What follows belongs to an exercise in optimizing a design on an open flow for small area, a short achievable clock period and few clock cycles; a production flow would make more cautious choices.
In this exercise RTL edits were held to simulation tests only and were not proved equivalent to the original.

==> try-quartz <==
Design LASER, start of the top module:
module LASER (
input CLK,
input RST,
input [3:0] X,
input [3:0] Y,
output reg [3:0] C1X,
output reg [3:0] C1Y,
output reg [3:0] C2X,
output reg [3:0] C2Y,
output DONE);
localparam NR = 19;      
localparam PC = 16;      
reg        inph;         
reg [5:0]  cnt;          
reg        wv;           
reg [3:0]  Xr, Yr;       
reg [4:0]  wo;           
reg        s1;           
reg        sb;           
reg [4:0]  y1;           
reg [4:0]  yb;           
reg        v2, v3;       
reg [3:0]  y2, y3;       
reg        fb, f2;       
reg        done_r;
reg        turn, changed, first;
reg [3:0]  NX, NY;
reg [5:0]  C1Max, C2Max, AllMax;
reg [5:0]  kadd;         
assign DONE = done_r;
wire st = inph & (cnt == 6'd0);      
reg [15:0] ring [0:NR-1];
wire [5:0] wsum = {2'b00, Yr} + {1'b0, wo};
wire [4:0] wrow = (wsum >= 6'd19) ? wsum - 6'd19 : wsum[4:0];
wire [15:0] wcol = 16'd1 << Xr;
integer p;
always @(posedge CLK) begin
	for (p = 0; p < NR; p = p + 1)
  ...
Settings: LEC_CHECK=0, CAP_MARGIN=50, CORE_MARGIN=2, CORE_UTILIZATION=55, SLEW_MARGIN=70, SYNTH_HIERARCHICAL=1; clock period 10.0 ns.
run.sh (not shown) runs the stock make flow with config.mk's settings and CLKGATE_MAP_FILE= SYNTH_SCRIPT=/design/flow/synth_recipe.tcl, a recipe that flattens the netlist after the stock synthesis.
==> try-sierra: changes against try-quartz <==
--- a/flow/config.mk
+++ b/flow/config.mk
@@ -7,6 +7,6 @@
 export LEC_CHECK = 0
-export CAP_MARGIN = 50
+export CAP_MARGIN = 80
 export CORE_MARGIN = 2
 export CORE_UTILIZATION = 55
-export SLEW_MARGIN = 70
+export SLEW_MARGIN = 90
 export SYNTH_HIERARCHICAL = 1
==> comparison table <==
Number of enable flip-flop cells after synthesis: try-quartz 0; try-sierra 0
Number of cells upsized or downsized after cts: try-quartz 0; try-sierra 207
Post-synthesis register bit count: try-quartz 948; try-sierra 948
Outcome: try-quartz complete, no violations; try-sierra aborted with a tool error
Last stage reached: try-quartz -; try-sierra 5_1_grt
Setup WS pre-CTS: try-quartz 5.70 ns; try-sierra -22.59 ns
TritonCTS buffer count: try-quartz 101; try-sierra 99
CTS root buf: try-quartz clkbuf_16; try-sierra clkbuf_16
Detailed-placement wirelength estimate: try-quartz 157,000 microns; try-sierra 237,000 microns
Global placement routability congestion: try-quartz 1.03; try-sierra 1.03
Placed cell count: try-quartz 6,391; try-sierra 8,466
Hold-fix buffer count after cts: try-quartz 0; try-sierra 0
Post-CTS Setup Inserts: try-quartz 0; try-sierra 33
Post-placement cell area: try-quartz 59,100 sq um; try-sierra 86,300 sq um
Testbench counts of try-quartz, summed over its fixed seeds: cycles 11,430.
Testbench counts of try-sierra, summed over its fixed seeds: cycles 11,430.

---

==> 02-27: inputs <==
LASER again, from the RTL that the note above started with.
Design LASER, start of the top module:
module LASER (
input CLK,
input RST,
input [3:0] X,
input [3:0] Y,
output reg [3:0] C1X,
output reg [3:0] C1Y,
output reg [3:0] C2X,
output reg [3:0] C2Y,
output DONE);
export LEC_CHECK = 0
export CAP_MARGIN = 50
export CORE_MARGIN = 2
export CORE_UTILIZATION = 62
export SLEW_MARGIN = 70
export SYNTH_HIERARCHICAL = 1
create_clock -name core_clock -period 10.0 [get_ports {CLK}]
==> inputs of 04-21, as changes to 02-27 <==
CAP_MARGIN = 40   (was 50)
SLEW_MARGIN = 60   (was 70)
==> inputs of 10-22, as changes to 02-27 <==
CAP_MARGIN = 40   (was 50)
CORE_UTILIZATION = 55   (was 62)
SLEW_MARGIN = 60   (was 70)
==> out/metrics.cfg <==
[final_layout]
clk_share_pct = 5.94

[pwr]
powerComb_mw = 3.15

[routing]
route.met3.wl_microns = 18400
wirelength_met1_microns = 81100

[global_routing]
grtUsageMet3_pct = 8.70
use_met2_pct = 55.4

[outcome]
status = complete, no violations

(the above is from 10-22)
==> out/metrics.cfg <==
[outcome]
status = complete, no violations

[routing]
wirelength_met1_microns = 75100
route.met3.wl_microns = 19800

[logic_synthesis]
synth.area.mux_share_pct = 2.84
synth_edf_count = 0

[final_layout]
clk_share_pct = 5.61
nFillCells = 6969
multi_input_gates = 3718

[sta]
tightestPinTransition_ns = 0.640

[pwr]
powerComb_mw = 3.12
maxPowerGroup = sequential cells

[global_routing]
grtUsageMet3_pct = 10.0

(the above is from 04-21)
==> out/metrics.cfg <==
[outcome]
status = complete, no violations

[floorplanning]
start_util_pct = 62.4

[routing]
route.met3.wl_microns = 19900
wirelength_met1_microns = 75400

[final_layout]
clk_share_pct = 5.06

[pwr]
powerComb_mw = 3.23

[global_routing]
use_met2_pct = 60.1
grtUsageMet3_pct = 10.7

(the above is from 02-27)
Testbench counts of 02-27, summed over its fixed seeds: cycles 11,430.
Testbench counts of 04-21, summed over its fixed seeds: cycles 11,430.
Testbench counts of 10-22, summed over its fixed seeds: cycles 11,430.

[static timing again, ports no longer ideal]
In the flow no input, the clock included, has a driving cell. The finished layouts below were timed again as built, in two steps.
Step 1 (the two cells are an assumption about what drives the block):
set clk [get_ports {CLK}]
set_driving_cell -lib_cell sky130_fd_sc_hd__clkbuf_16 $clk
set_driving_cell -lib_cell sky130_fd_sc_hd__buf_2 [delete_from_list [all_inputs] $clk]
Step 2 adds t to the input delays and takes it off the output delays; t is the mean of the earliest and latest rising clock arrival at the registers after step 1. Input paths then give back, and output paths get back, about the clock's delay inside the block.
a / b / c = ideal ports / drivers / drivers and shift; a / b = the first two.
| run | t, ns | slack for setup (ns) | hold slack, ns | worst data-port slew with drivers (ns) | pins driven straight from the clock port |
|---|---|---|---|---|---|
| try-quartz | 0.747 | 5.676 / 5.676 / 5.676 | 0.310 / 0.310 / 0.310 | 0.03 | 1 |
| 02-27 | 0.746 | 5.758 / 5.758 / 5.758 | 0.322 / 0.322 / 0.322 | 0.04 | 1 |
| 04-21 | 0.743 | 5.777 / 5.777 / 5.777 | 0.304 / 0.304 / 0.304 | 0.03 | 1 |
| 10-22 | 0.789 | 5.720 / 5.720 / 5.720 | 0.318 / 0.318 / 0.318 | 0.03 | 1 |
After both steps setup and hold are still met in every run listed.
